Source: an optimization exercise on an open RTL-to-GDS flow (aim: small area and a short achievable clock period). Production flows keep margins and buffers that such runs may drop.
RTL that was checked went through simulation tests only; none was proved equivalent to the original.
The flow treats the clock pin as an ideal source. Dropping or thinning the clock tree relies on that and would not hold on a real chip.
Power figures rest on the tool's default switching activity, not on a simulated workload.

Setup of run 1:
// alu_top
module alu_top (
    input  logic        clk_i,
    input  logic [2:0]  ALUControl_i,
    input  logic [63:0] A_i,
    input  logic [63:0] B_i,
    output logic [63:0] result_o,
    output logic        zero_o,
    output logic        overflow_o,
    output logic        carryout_o,
    output logic        negative_o
);
export LEC_CHECK = 0
export CAP_MARGIN = 20
export CORE_MARGIN = 2
export CORE_UTILIZATION = 40
export SLEW_MARGIN = 20
create_clock -name core_clock -period 26.0 [get_ports {clk_i}]
standard.sh (not shown) runs the stock make flow with config.mk's settings and CLKGATE_MAP_FILE= SYNTH_SCRIPT=/design/flow/synth_recipe.tcl, a recipe that flattens the netlist after the stock synthesis.
==> flow/flow/run.sh <==
#!/bin/bash
# The standard layout with two changes:
#  - synthesis maps with flow/abc_map.script (see flow/abc_override.tcl);
#    everything else in synth_recipe.tcl is kept as is;
#  - the port buffers are the smallest buffer, sky130_fd_sc_hd__buf_1.
set -euo pipefail
here=$(pwd)
export FLOW_FLOW_DIR=$here/flow
{ head -n 1 synth_recipe.tcl; cat flow/abc_override.tcl; tail -n +2 synth_recipe.tcl; } > my_synth.tcl
sed "s#SYNTH_SCRIPT=[^ ]*#SYNTH_SCRIPT=$here/my_synth.tcl#" standard.sh > my_standard.sh
grep -q "SYNTH_SCRIPT=$here/my_synth.tcl" my_standard.sh
export BUFFER_PORTS_ARGS="-buffer_cell sky130_fd_sc_hd__buf_1"
bash my_standard.sh > standard.log 2>&1
==> flow/flow/abc_map.script <==
&get -n
&st
&dch
&nf -R 1000
&put
topo
stime -c
buffer -c
upsize -c
dnsize -c
==> flow/flow/abc_override.tcl <==
# Run Yosys's abc with flow/abc_map.script, an area-recovering mapping
# (&nf -R 1000), in place of ORFS's speed script and its 26 ps delay target.
proc abc {args} {
  set new {}
  set skip 0
  foreach a $args {
    if { $skip } { set skip 0; continue }
    if { $a eq "-script" } { lappend new -script $::env(FLOW_FLOW_DIR)/abc_map.script; set skip 1; continue }
    if { $a eq "-D" } { set skip 1; continue }
    lappend new $a
  }
  lappend new -D 4000
  yosys abc {*}$new
}
Run 1 ended with every stage complete and zero timing, DRC or antenna violations.
diff inputs: run 1 => run 2
-- flow/flow/run.sh --
<<< run 1, line 13
>>> run 2, line 13
# repair_timing: aim for setup slack of 19.9 ns (a 6.1 ns period) on every path it can fix
export SETUP_SLACK_MARGIN=19.9
-- flow/config.mk --
<<< run 1, line 10
export CORE_UTILIZATION = 40
>>> run 2, line 10
export CORE_UTILIZATION = 60
Findings:
- Compared to run 1, run 2 has HPWL after detailed placement 3.1% lower.
- [diff] first-iteration detailed-routing DRC count, run 2 relative to run 1: regression
- Taking run 1 as the reference, in run 2 maximum frequency saw an increase, count of buffers not belonging to the clock network in the layout saw an increase, synthesized cell count saw little to no change, clock tree buffer count of the final layout saw an increase.
- Going from run 1 to run 2, ratio of final minimum period to clock period fell by 0.30 points, post-synthesis instance area stayed essentially flat.
- The final reports for run 2 and run 1 show multi-input logic portion of the cell area lower in the former.
- Diff run 1 -> run 2: post-layout instance area picked up an extra 0.94%; clock period minus final worst setup slack lost 0.078 ns.

========
alu_top again, from the RTL that the note above started with.
// alu_top
module alu_top (
    input  logic        clk_i,
    input  logic [2:0]  ALUControl_i,
    input  logic [63:0] A_i,
    input  logic [63:0] B_i,
    output logic [63:0] result_o,
    output logic        zero_o,
    output logic        overflow_o,
    output logic        carryout_o,
    output logic        negative_o
);
    logic [2:0]  ctrl_q;
    logic [63:0] a_q;
    logic [63:0] b_q;
    logic [63:0] result_d;
    logic        zero_d, overflow_d, carryout_d, negative_d;
    always_ff @(posedge clk_i) begin
        ctrl_q <= ALUControl_i;
        a_q    <= A_i;
        b_q    <= B_i;
    end
    ALU u_alu (
        .result_o     (result_d),
        .zero_o       (zero_d),
        .overflow_o   (overflow_d),
        .carryout_o   (carryout_d),
        .negative_o   (negative_d),
        .ALUControl_i (ctrl_q),
        .A_i          (a_q),
        .B_i          (b_q)
    );
    always_ff @(posedge clk_i) begin
        result_o   <= result_d;
        zero_o     <= zero_d;
        overflow_o <= overflow_d;
        carryout_o <= carryout_d;
        negative_o <= negative_d;
    end
endmodule
Settings: LEC_CHECK=0, ABC_AREA=1, CAP_MARGIN=20, CORE_MARGIN=2, CORE_UTILIZATION=40, SLEW_MARGIN=20; clock period 26.0 ns.
run.sh (not shown) runs the stock make flow with config.mk's settings and CLKGATE_MAP_FILE= SYNTH_SCRIPT=/design/flow/synth_recipe.tcl, a recipe that flattens the netlist after the stock synthesis.
Stock flow here: none of the scripts above is used.
Rerun with:
==> flow/flow/run.sh (new file) <==
#!/bin/bash
# The standard layout with two changes:
#  - synthesis maps with flow/abc_map.script (see flow/abc_override.tcl);
#    everything else in synth_recipe.tcl is kept as is;
#  - the port buffers are the smallest buffer, sky130_fd_sc_hd__buf_1.
set -euo pipefail
here=$(pwd)
export FLOW_FLOW_DIR=$here/flow
{ head -n 1 synth_recipe.tcl; cat flow/abc_override.tcl; tail -n +2 synth_recipe.tcl; } > my_synth.tcl
sed "s#SYNTH_SCRIPT=[^ ]*#SYNTH_SCRIPT=$here/my_synth.tcl#" standard.sh > my_standard.sh
grep -q "SYNTH_SCRIPT=$here/my_synth.tcl" my_standard.sh
export BUFFER_PORTS_ARGS="-buffer_cell sky130_fd_sc_hd__buf_1"
# repair_timing: aim for setup slack of 19.9 ns (a 6.1 ns period) on every path it can fix
export SETUP_SLACK_MARGIN=19.9
bash my_standard.sh > standard.log 2>&1
==> flow/flow/abc_map.script (new file) <==
&get -n
&st
&dch
&nf -R 1000
&put
topo
stime -c
buffer -c
upsize -c
dnsize -c
==> flow/flow/abc_override.tcl (new file) <==
# Run Yosys's abc with flow/abc_map.script, an area-recovering mapping
# (&nf -R 1000), in place of ORFS's speed script and its 26 ps delay target.
proc abc {args} {
  set new {}
  set skip 0
  foreach a $args {
    if { $skip } { set skip 0; continue }
    if { $a eq "-script" } { lappend new -script $::env(FLOW_FLOW_DIR)/abc_map.script; set skip 1; continue }
    if { $a eq "-D" } { set skip 1; continue }
    lappend new $a
  }
  lappend new -D 4000
  yosys abc {*}$new
}
==> flow/standard.sh (new file) <==
#!/bin/bash
# synth_recipe.tcl (not shown) runs the flow's synth.tcl, then flattens the netlist and writes it again
# the make line also repeats each setting of config.mk as NAME=value (left out here)
make -C /OpenROAD-flow-scripts/flow DESIGN_CONFIG=/design/flow/config.mk WORK_HOME=/design/flow/orfs CLKGATE_MAP_FILE= SYNTH_SCRIPT=/design/flow/synth_recipe.tcl "${@:-finish}"
--- a/flow/config.mk
+++ b/flow/config.mk
@@ -6,5 +6,4 @@
 export NUM_CORES = 4
 export LEC_CHECK = 0
-export ABC_AREA = 1
 export CAP_MARGIN = 20
 export CORE_MARGIN = 2
removed: flow/run.sh
The new run finished clean.
Non-clock buffer count rises by 2.
First-iteration DRC count rises by about 8%.
Sequential power rises by about 1%.
Rerun with:
==> flow/flow/run.sh (replaced) <==
#!/bin/bash
export BUFFER_PORTS_ARGS="-buffer_cell sky130_fd_sc_hd__buf_1"
bash standard.sh > standard.log 2>&1
--- a/flow/config.mk
+++ b/flow/config.mk
@@ -6,4 +6,5 @@
 export NUM_CORES = 4
 export LEC_CHECK = 0
+export ABC_AREA = 1
 export CAP_MARGIN = 20
 export CORE_MARGIN = 2
removed: flow/flow/abc_map.script
removed: flow/flow/abc_override.tcl
Worst setup slack loses 0.034 ns.
First-iteration DRC count went down by about a fifth.
Maximum frequency went down slightly.
Clock power went down by a few percent.
Die area went up by about a fifth.
Non-clock buffer count went down by 2.
Routed wire length went up by roughly a tenth.
Rerun with:
==> flow/flow/run.sh (replaced) <==
#!/bin/bash
# The standard layout with two changes:
#  - synthesis maps with flow/abc_map.script (see flow/abc_override.tcl);
#    everything else in synth_recipe.tcl is kept as is;
#  - the port buffers are the smallest buffer, sky130_fd_sc_hd__buf_1.
set -euo pipefail
here=$(pwd)
export FLOW_FLOW_DIR=$here/flow
{ head -n 1 synth_recipe.tcl; cat flow/abc_override.tcl; tail -n +2 synth_recipe.tcl; } > my_synth.tcl
sed "s#SYNTH_SCRIPT=[^ ]*#SYNTH_SCRIPT=$here/my_synth.tcl#" standard.sh > my_standard.sh
grep -q "SYNTH_SCRIPT=$here/my_synth.tcl" my_standard.sh
export BUFFER_PORTS_ARGS="-buffer_cell sky130_fd_sc_hd__buf_1"
bash my_standard.sh > standard.log 2>&1
==> flow/flow/abc_map.script (new file) <==
&get -n
&st
&dch
&nf -R 1000
&put
topo
stime -c
buffer -c
upsize -c
dnsize -c
==> flow/flow/abc_override.tcl (new file) <==
# Run Yosys's abc with flow/abc_map.script, an area-recovering mapping
# (&nf -R 1000), in place of ORFS's speed script and its 26 ps delay target.
proc abc {args} {
  set new {}
  set skip 0
  foreach a $args {
    if { $skip } { set skip 0; continue }
    if { $a eq "-script" } { lappend new -script $::env(FLOW_FLOW_DIR)/abc_map.script; set skip 1; continue }
    if { $a eq "-D" } { set skip 1; continue }
    lappend new $a
  }
  lappend new -D 4000
  yosys abc {*}$new
}
--- a/flow/config.mk
+++ b/flow/config.mk
@@ -6,7 +6,6 @@
 export NUM_CORES = 4
 export LEC_CHECK = 0
-export ABC_AREA = 1
 export CAP_MARGIN = 20
 export CORE_MARGIN = 2
-export CORE_UTILIZATION = 40
+export CORE_UTILIZATION = 70
 export SLEW_MARGIN = 20
Effect: Register-to-register slack gets worse by 1.2 ns. Worst setup slack degrades by 0.20 ns. Die area goes down by 50%.

========
old:
Another version of the RTL of alu_top (not shown whole).
For scale: about 810 cells after synthesis, ~200 flip-flops, roughly 8300 sq um of cells after synthesis.
==> flow/config.mk <==
export PLATFORM = sky130hd
export DESIGN_NAME = alu_top
export DESIGN_NICKNAME = alu_top
export VERILOG_FILES = /design/flow/design.v
export SDC_FILE = /design/flow/constraint.sdc
export NUM_CORES = 4
export LEC_CHECK = 0
export CAP_MARGIN = 20
export CORE_MARGIN = 2
export CORE_UTILIZATION = 55
export SLEW_MARGIN = 20
==> flow/constraint.sdc <==
create_clock -name core_clock -period 26.0 [get_ports {clk_i}]
set_input_delay 5.2000 -clock core_clock [delete_from_list [all_inputs] [get_ports {clk_i}]]
set_output_delay 5.2000 -clock core_clock [all_outputs]
set_load 0.01 [all_outputs]
standard.sh (not shown) runs the stock make flow with config.mk's settings and CLKGATE_MAP_FILE= SYNTH_SCRIPT=/design/flow/synth_recipe.tcl, a recipe that flattens the netlist after the stock synthesis.
==> flow/flow/run.sh <==
#!/bin/bash
# The standard layout with these changes:
#  - synthesis maps with flow/abc_map.script (see flow/abc_override.tcl);
#    everything else in synth_recipe.tcl is kept as is;
#  - the port buffers are the smallest buffer, sky130_fd_sc_hd__buf_1;
#  - repair_timing aims at a setup slack of 19.8 ns;
#  - the clock tree is built by flow/pre_cts.tcl (two balanced levels of
#    clkbuf_16, see flow/manual_cts.tcl) instead of TritonCTS.
set -euo pipefail
here=$(pwd)
export FLOW_FLOW_DIR=$here/flow
{ head -n 1 synth_recipe.tcl; cat flow/abc_override.tcl; tail -n +2 synth_recipe.tcl; } > my_synth.tcl
sed "s#SYNTH_SCRIPT=[^ ]*#SYNTH_SCRIPT=$here/my_synth.tcl#" standard.sh > my_standard.sh
grep -q "SYNTH_SCRIPT=$here/my_synth.tcl" my_standard.sh
export BUFFER_PORTS_ARGS="-buffer_cell sky130_fd_sc_hd__buf_1"
# repair_timing: aim for a setup slack of 19.8 ns (a 6.2 ns period), below what the
# output paths reach, so that it only speeds up paths inside the design
export SETUP_SLACK_MARGIN=19.8
export PRE_CTS_TCL=$here/flow/pre_cts.tcl
bash my_standard.sh > standard.log 2>&1
Other scripts of this flow, unchanged in this note and not shown: flow/flow/abc_map.script, flow/flow/abc_override.tcl, flow/flow/manual_cts.tcl, flow/flow/pre_cts.tcl
## Diff of input files: new against old
- CORE_UTILIZATION changed from 55 to 40
==> run notes <==
Compared with old, new shows die outline area higher by about 36%.
new against old: clock power share saw an increase; global-route wire length before repair saw a decrease.
Internal power contribution of new is on par with old.
Going from old to new, total cell area at the placement stage grows by about 1.3%.
No run of this note included a check of the RTL's function; only the layout flow was run. No run of this note takes its clock network from TritonCTS; it comes from the design's own scripts or RTL.

## what the ideal ports hide
Ports are ideal in the flow. The routed layouts listed here were re-timed in OpenROAD.
Step 1: set_driving_cell puts a clkbuf_16 on clk_i and a buf_2 on each other input, an assumption about the parent block.
Step 2, shift: input delay + t, output delay - t, t = (earliest + latest rising clock arrival at the registers) / 2. This alone moves slack from input paths to output paths.
a / b / c = no drivers / after step 1 / after step 2; a / b = the first two.
run	shift t [ns]	setup WS [ns]	worst setup path after step 2	worst register clock-pin slew, ns	worst data-port slew with drivers (ns)
run 1	0.481	19.835 / 19.788 / 20.216	register to register	0.08 / 0.08	0.07
run 2	0.469	19.913 / 19.868 / 20.333	register to register	0.07 / 0.07	0.05
the first run of note 2	0.474	19.505 / 19.459 / 19.933	register to output	0.07 / 0.07	0.09
the second run of note 2	0.480	19.919 / 19.873 / 20.354	register to output	0.08 / 0.08	0.07
the third run of note 2	0.469	19.884 / 19.840 / 20.309	register to output	0.07 / 0.07	0.06
the fourth run of note 2	0.475	19.679 / 19.679 / 19.679	register to register	0.07 / 0.07	0.07
old	0.380	19.925 / 19.832 / 20.212	register to output	0.10 / 0.10	0.06
new	0.387	19.921 / 19.823 / 20.209	register to output	0.10 / 0.10	0.09
After both steps every run listed still meets setup and hold.
